This is an optimization exercise on Yosys and OpenROAD, whose aim is small area, not a production implementation. Only simulation tests tie the RTL to the original design; equivalence was not proved. The clock input has no modelled driver; a real chip could not lean on it and would need a root buffer or a full tree. Power figures rest on the tool's default switching activity, not on a simulated workload.

Setup of v1:
Design adc_ctrl, start of the top module:
module adc_ctrl (
    input                   clk,
    input                   rstn,
    input                   adc_ce,
    output  logic   [11:0]  adc_data0,
    output  logic   [11:0]  adc_data1,
    output  logic           adc_val,
    output          [17:0]  flt_data0,
    output          [17:0]  flt_data1,
    output  logic           flt_val,
    output                  adc_sclk,
    output                  adc_css,
    output                  adc_dout,
    input                   adc_din
);
export LEC_CHECK = 0
export CAP_MARGIN = 20
export CORE_MARGIN = 2
export CORE_UTILIZATION = 75
export SLEW_MARGIN = 20
create_clock -name core_clock -period 20.0 [get_ports {clk}]
standard.sh (not shown) runs the stock make flow with config.mk's settings and CLKGATE_MAP_FILE= SYNTH_SCRIPT=/design/flow/synth_recipe.tcl, a recipe that flattens the netlist after the stock synthesis.
==> flow/flow/run.sh <==
#!/bin/bash
# The standard layout (standard.sh) with these changes:
#  - synthesis: ABC maps for area (flow/synth.tcl); no full/half-adder cells
#  - the smallest buffer on the ports
#  - the clock tree built by flow/cts_pre.tcl instead of TritonCTS
set -euo pipefail
cd "$(dirname "$0")/.."
bash standard.sh \
  SYNTH_SCRIPT="$PWD/flow/synth.tcl" \
  ADDER_MAP_FILE= \
  BUFFER_PORTS_ARGS="-buffer_cell sky130_fd_sc_hd__buf_1" \
  PRE_CTS_TCL="$PWD/flow/cts_pre.tcl" \
  finish > flow_make.log 2>&1
==> flow/flow/cts_pre.tcl <==
# Sourced by ORFS's cts.tcl before clock tree synthesis (PRE_CTS_TCL).
# Builds the clock tree here (flow/tree.tcl: one root buffer, six leaf
# buffers over balanced groups of sinks) in place of TritonCTS, whose H-tree
# uses nine clkbuf_8 for this design's ~100 registers.
source [file join [file dirname [info script]] tree.tcl]
my_clock_tree 6 sky130_fd_sc_hd__clkbuf_8 sky130_fd_sc_hd__clkbuf_4
rename clock_tree_synthesis my_unused_clock_tree_synthesis
proc clock_tree_synthesis {args} { puts "clock tree built by flow/cts_pre.tcl" }
set_propagated_clock [all_clocks]
Other scripts of this flow, unchanged in this note and not shown: flow/flow/synth.tcl, flow/flow/tree.tcl
diff inputs: v1 => v51
Settings: changing CORE_UTILIZATION from 75 to 85.
==> flow/flow/cts_pre.tcl <==
# Sourced by ORFS's cts.tcl before clock tree synthesis (PRE_CTS_TCL).
# Builds the clock tree here (flow/tree.tcl: one root buffer, five leaf
# buffers over balanced groups of sinks) in place of TritonCTS, whose H-tree
# uses nine clkbuf_8 for this design's ~100 registers.
source [file join [file dirname [info script]] tree.tcl]
my_clock_tree 5 sky130_fd_sc_hd__clkbuf_8 sky130_fd_sc_hd__clkbuf_4
rename clock_tree_synthesis my_unused_clock_tree_synthesis
proc clock_tree_synthesis {args} { puts "clock tree built by flow/cts_pre.tcl" }
set_propagated_clock [all_clocks]
Notes after the runs:
Per the final summary, v51 finished and its layout is clean on timing, DRC and antenna.
The clock skew was comparable across v51 and v1.
Via count of v51 exceeds that of v1 by more than 10%.
Compared with v1, in v51 number of iterations in the first detailed-routing pass grew by 3; utilization of the core after routing grew by 8.8 points.
Of v51 and v1, v51 shows the higher fraction of power spent switching nets, with v1 below it.
Row count ended up 1 lower on v51 than on v1.
In the final design statistics, v51 uses fewer standard cells in total than v1.
Summary: with v1 as the reference, design area in v51 moved down slightly.
The inputs of v16 differ from those of v51 as listed below.
Settings: CORE_UTILIZATION: 85 -> 75.
==> summary.txt <==
In summary, v16 completed successfully, with a layout that passed the timing, DRC and antenna checks.
v16 ended with more sequential fraction of design power than v51.
Compared v16 vs v51, and setup slack is up in v16.
Area: v16 vs v51 -> v16 larger
Lower met2 layer usage reported by global route goes to v16 over v51.
Delta (v16 minus v51): post-route clock period utilization fell 2.9 points, number of DRC markers in iteration 0 fell about 60%.
[compare] base=v51 new=v16: power share of the clock group grew by 0.4 points, first-pass GRT wire length shrank by 3.1 mm.
Met1 track utilization from global routing: higher on v51
In every run of this note, the design's own scripts or RTL, not TritonCTS, make the clock network.

========
The RTL this note starts from:
==> flow/design.v <==
module adc128s022 (
    input               clk,
    input               rstn,
    input               ce,
    input               miso,
    input               fl0,         
    input               ld,          
    input       [4:0]   ldv,
    input               xsh,         
    output reg  [8:0]   cnt,
    output reg          ch,
    output reg  [11:0]  sdata,
    output              sclk,
    output              css,
    output              mosi
);
localparam [8:0] C_IDLE  = 9'd0,
                 C_IDLV  = 9'd1,
                 C_START = 9'd14,
                 C_T0    = 9'd15,
                 C_FRDY  = 9'd289,
                 C_GO    = 9'd290,
                 C_STOP  = 9'd291;
function automatic ge9(input [8:0] x, input [8:0] k);
    integer b;
    reg r;
    begin
        r = 1'b1;
        for (b = 0; b < 9; b = b + 1)
            r = k[b] ? (x[b] & r) : (x[b] | r);
        ge9 = r;
    end
endfunction
function automatic in9(input [8:0] x, input [8:0] lo, input [8:0] hi);
    in9 = ge9(x, lo) & ~ge9(x, hi + 9'd1);
endfunction
wire [8:0] inc;
wire [8:0] icy;
assign icy[0] = 1'b1;
genvar i;
generate for (i = 0; i < 9; i = i + 1) begin : g_inc
    assign inc[i] = cnt[i] ^ icy[i];
    if (i < 8) begin : g_c
        assign icy[i+1] = cnt[i] & icy[i];
    end
end endgenerate
wire top   = cnt[8] & cnt[5];
wire idle  = ~|cnt[8:1];
wire frdy  = top & ~cnt[1] &  cnt[0];
wire go    = top &  cnt[1] & ~cnt[0];
wire stop  = top &  cnt[1] &  cnt[0];
always @(posedge clk)
    if (!rstn)              cnt <= {8'd0, top & ~cnt[1] & ~cnt[0]};
    else if (idle || stop)  cnt <= ce ? C_START : C_IDLE;
    else if (frdy)          cnt <= (ch & ~ce) ? C_STOP : C_GO;
    else if (go)            cnt <= C_T0;
    else                    cnt <= inc;
always @(posedge clk)
    if (idle)                   ch <= 1'b0;
    else if (top & cnt[1])      ch <= ~ch;
wire samp = (cnt[3:0] == 4'd7) & (cnt[8] | cnt[7] | (cnt[6] & cnt[5]));
always @(posedge clk)
    if (ld)
        sdata <= {ldv, sdata[6:0]};
    else if (samp || xsh)
        sdata <= {sdata[10:0], miso};
assign css  = top | (~|cnt[8:5] & ~(cnt[4] & cnt[3]));
assign sclk = ~(|cnt[8:5] & ~cnt[3] & ~top);
assign mosi = (fl0 & ~|cnt[8:5]) | (ch & (cnt[8:4] == 5'd6));
endmodule
module slpf (
    input               clk,
    input               rstn,
    input       [8:0]   cnt,
    input               ch,
    input       [11:0]  sdata,
    input               miso,
    output reg  [12:0]  f0,
    output reg  [12:0]  f1,
    output reg          fl0,
    output              last,
    output      [4:0]   ldv,
    output              xsh,
    output              fa
);
localparam [17:0] B = 18'h18358;
localparam [17:0] A = 18'h07ca8;
reg [29:0] R;
reg r0, r1, fl1, k;
function automatic ge9(input [8:0] x, input [8:0] k);
    integer b;
    reg r;
    begin
        r = 1'b1;
        for (b = 0; b < 9; b = b + 1)
            r = k[b] ? (x[b] & r) : (x[b] | r);
        ge9 = r;
    end
endfunction
function automatic in9(input [8:0] x, input [8:0] lo, input [8:0] hi);
    in9 = ge9(x, lo) & ~ge9(x, hi + 9'd1);
endfunction
wire c80  = (cnt == 9'd80);
wire c64  = (cnt == 9'd64);
wire win  = (cnt[8:4] == 5'd4) | c80;                       
assign xsh = ((cnt[8:4] == 5'd4) & cnt[3] & cnt[2]) | c80;   
wire p2   = cnt[8] & (cnt[5] | (cnt[4] & (cnt[3] | (cnt[2] & cnt[1] & cnt[0]))));  
assign last = cnt[8] & cnt[5] & cnt[1];                       
reg xj, fj;
always @* begin
    case (cnt[3:0])
        4'd7:    begin xj = miso;      fj = ch ? f1[0]  : f0[0];  end
        4'd8:    begin xj = sdata[1];  fj = ch ? f1[1]  : f0[1];  end
        4'd9:    begin xj = sdata[2];  fj = ch ? f1[2]  : f0[2];  end
        4'd10:   begin xj = sdata[3];  fj = ch ? f1[3]  : f0[3];  end
        4'd11:   begin xj = sdata[4];  fj = ch ? f1[4]  : f0[4];  end
        4'd12:   begin xj = sdata[5];  fj = ch ? f1[5]  : f0[5];  end
        4'd13:   begin xj = sdata[6];  fj = ch ? f1[6]  : f0[6];  end
        4'd14:   begin xj = sdata[7];  fj = ch ? f1[7]  : f0[7];  end
        4'd15:   begin xj = sdata[8];  fj = ch ? f1[8]  : f0[8];  end
        4'd0:    begin xj = sdata[9];  fj = ch ? f1[9]  : f0[9];  end
        4'd1:    begin xj = sdata[10]; fj = ch ? f1[10] : f0[10]; end
        default: begin xj = sdata[11]; fj = ch ? f1[11] : f0[11]; end
    endcase
end
wire j0  = (cnt[3:0] == 4'd7);
wire j11 = (cnt[3:1] == 3'd1);
wire rsel = ch ? r1 : r0;
wire fsel = ch ? fl1 : fl0;
wire fjz  = fj & ~fsel;
wire kin  = j0 ? ~(rsel & ~fsel) : k;
wire hj   = ~fjz ^ kin ^ j11;
always @(posedge clk)
    k <= rstn & p2 & (last ? ch : (~fjz & kin));
assign fa = k & ~p2;
wire lb = xsh ? sdata[11] : ~R[0];
wire mb = win ? (lb & ~fl0) : hj;
wire xb = p2 & xj;
wire e  = c80 | last;
reg [18:0] c;
always @* begin
    case ({e, mb, xb})
        3'b000:  c = 19'h0;
        3'b010:  c = -{1'b0, B};
        3'b001:  c = -{1'b0, A};
        3'b011:  c = 19'h60000;     
        3'b100:  c = 19'h20000;     
        3'b110:  c = {1'b0, A};
        3'b101:  c = {1'b0, B};
        default: c = 19'h0;
    endcase
end
wire [18:0] s;
wire [19:0] cy;
assign cy[0] = 1'b0;
genvar i;
generate for (i = 0; i < 19; i = i + 1) begin : g_add
    wire a = ((i < 18) ? R[12 + i] : R[29]) | c64;
    assign s[i]     = a ^ c[i] ^ cy[i];
    assign cy[i+1]  = (a & c[i]) | (cy[i] & (a ^ c[i]));
end endgenerate
wire [12:0] fnew = s[18:6];
wire        rr   = s[5];
assign      ldv  = {~s[1], ~s[2], ~s[3], ~s[4], s[5]};
always @(posedge clk)
    if (win || p2) R <= {s, R[11:1]};
always @(posedge clk) begin
    if (last && !ch) begin f0 <= fnew; r0 <= rr; end
    if (last &&  ch) begin f1 <= fnew; r1 <= rr; end
end
always @(posedge clk)
    if (!rstn) begin
        fl0 <= 1'b1;
        fl1 <= 1'b1;
    end else if (last) begin
        if (ch) fl1 <= 1'b0;
        else    fl0 <= 1'b0;
    end
endmodule
module adc_ctrl (
    input                   clk,
    input                   rstn,
    input                   adc_ce,
    output  logic   [11:0]  adc_data0,
    output  logic   [11:0]  adc_data1,
    output  logic           adc_val,
    output          [17:0]  flt_data0,
    output          [17:0]  flt_data1,
    output  logic           flt_val,
    output                  adc_sclk,
    output                  adc_css,
    output                  adc_dout,
    input                   adc_din
);
wire [8:0]  cnt;
wire        ch;
wire [11:0] sdata;
wire [12:0] f0, f1;
wire        fl0, last, xsh, fa;
wire [4:0]  ldv;
adc128s022 adc128s022_u (
    .clk    ( clk       ),
    .rstn   ( rstn      ),
    .ce     ( adc_ce    ),
    .miso   ( adc_din   ),
    .fl0    ( fl0       ),
    .ld     ( last      ),
    .ldv    ( ldv       ),
    .xsh    ( xsh       ),
    .cnt    ( cnt       ),
    .ch     ( ch        ),
    .sdata  ( sdata     ),
    .sclk   ( adc_sclk  ),
    .css    ( adc_css   ),
    .mosi   ( adc_dout  )
);
slpf slpf_u (
    .clk    ( clk       ),
    .rstn   ( rstn      ),
    .cnt    ( cnt       ),
    .ch     ( ch        ),
    .sdata  ( sdata     ),
    .miso   ( adc_din   ),
    .f0     ( f0        ),
    .f1     ( f1        ),
    .fl0    ( fl0       ),
    .last   ( last      ),
    .ldv    ( ldv       ),
    .xsh    ( xsh       ),
    .fa     ( fa        )
);
always_ff @(posedge clk)
    if (cnt[8] & cnt[5] & ~cnt[1] & ~cnt[0] & ~ch) adc_data0 <= sdata;
assign adc_val = ((cnt[8] & cnt[5] & ~cnt[1] & cnt[0]) | (cnt == 9'd1)) & ch;
assign adc_data1 = sdata;
logic fb;
always_ff @(posedge clk) begin
    fb      <= rstn & fa;
    flt_val <= fb;
end
assign flt_data0 = {{5{f0[12]}}, f0};
assign flt_data1 = {{5{f1[12]}}, f1};
endmodule
export LEC_CHECK = 0
export CAP_MARGIN = 20
export CORE_MARGIN = 2
export CORE_UTILIZATION = 75
export SLEW_MARGIN = 20
create_clock -name core_clock -period 20.0 [get_ports {clk}]
==> flow/flow/cts_pre.tcl <==
# Sourced by ORFS's cts.tcl before clock tree synthesis (PRE_CTS_TCL).
# Builds the clock tree here (flow/tree.tcl: one root buffer, five leaf
# buffers over balanced groups of sinks) in place of TritonCTS, whose H-tree
# uses nine clkbuf_8 for this design's ~100 registers.
source [file join [file dirname [info script]] tree.tcl]
my_clock_tree 5 sky130_fd_sc_hd__clkbuf_8 sky130_fd_sc_hd__clkbuf_4
rename clock_tree_synthesis my_unused_clock_tree_synthesis
proc clock_tree_synthesis {args} { puts "clock tree built by flow/cts_pre.tcl" }
set_propagated_clock [all_clocks]
==> flow/flow/synth.tcl <==
# The standard flow's synthesis script (synth_recipe.tcl), with one change: ABC maps the
# logic with an area-oriented script instead of ORFS's delay-driven one (the
# delay target ORFS derives here is 20 ps, far below the 20 ns clock).
# Registers are left as they are, so they match the standard synthesis.
proc synth {args} { yosys synth -nofsm -noshare {*}$args }
proc abc {args} {
  set keep {}
  set i 0
  while { $i < [llength $args] } {
    set a [lindex $args $i]
    if { $a in {-script -constr -D} } {
      incr i 2
      continue
    }
    lappend keep $a
    incr i
  }
  lappend keep -script "+strash;&get -n;&deepsyn -J 100 -S 3;&put;dch -f;amap"
  yosys abc {*}$keep
}
source $::env(SCRIPTS_DIR)/synth.tcl
# left out here: clear keep_hierarchy, flatten, clean up, hide names made inside functions, write 1_2_yosys.v
Scripts as last shown in full above: flow/flow/run.sh
Other scripts of this flow, unchanged in this note and not shown: flow/flow/tree.tcl
Edit:
==> flow/flow/cts_pre.tcl (replaced) <==
# Sourced by ORFS's cts.tcl before clock tree synthesis (PRE_CTS_TCL).
# Builds the clock tree here (flow/tree.tcl: one root buffer, six leaf
# buffers over balanced groups of sinks) in place of TritonCTS, whose H-tree
# uses nine clkbuf_8 for this design's ~100 registers.
source [file join [file dirname [info script]] tree.tcl]
my_clock_tree 6 sky130_fd_sc_hd__clkbuf_8 sky130_fd_sc_hd__clkbuf_4
rename clock_tree_synthesis my_unused_clock_tree_synthesis
proc clock_tree_synthesis {args} { puts "clock tree built by flow/cts_pre.tcl" }
set_propagated_clock [all_clocks]
--- a/flow/flow/synth.tcl
+++ b/flow/flow/synth.tcl
@@ -16,5 +16,5 @@
     incr i
   }
-  lappend keep -script "+strash;&get -n;&deepsyn -J 100 -S 3;&put;dch -f;amap"
+  lappend keep -script "+strash;&get -n;&deepsyn -J 100;&put;dch -f;amap;strash;dch -f;amap"
   yosys abc {*}$keep
 }
What happened: Power barely changes. Area after synthesis decreases by 0.89%. Combinational power falls by 4.5%. Synthesized cell count went down by 0.85%. Worst hold slack hardly moves. Wire length is lower by 4.5%. Flip-flop and latch count does not change. Die area is lower by 0.85%. Clock skew rises by 0.0055 ns.
No run of this note takes its clock network from TritonCTS; it comes from the design's own scripts or RTL.

re-timing with driven ports:
The results above use ideal ports. As a check the final layouts listed here were re-extracted and re-timed, cells and wires unchanged.
Step 1 sets driving cells, clkbuf_16 on the clock port and buf_2 on the other inputs (assumed; they add their load-dependent delay and slew).
Step 2 moves the port delays by t, midway between the first and last clock arrival at a register: inputs arrive t later, outputs are due t later. That takes back most of the time a late clock gives input paths.
Three values: ideal, step 1, step 2; two values: the first two.
run | t (ns) | setup WS [ns] | worst setup path at the end | worst slew at a driven data input, ns | cell pins on the clock port's net
v1 | 0.447 | 12.439 / 12.434 / 11.987 | input to register | 0.04 | 1
v51 | 0.461 | 11.874 / 11.855 / 11.395 | input to register | 0.05 | 1
v16 | 0.456 | 12.454 / 12.446 / 11.990 | input to register | 0.04 | 1
the first run of note 2 | 0.451 | 11.675 / 11.681 / 11.230 | input to register | 0.03 | 1
the second run of note 2 | 0.445 | 12.140 / 12.140 / 11.696 | input to register | 0.03 | 1
After both steps setup and hold are still met in every run listed. For v51, which loses most, drivers alone change the setup slack by -0.019 ns; drivers and shift together by -0.479 ns.
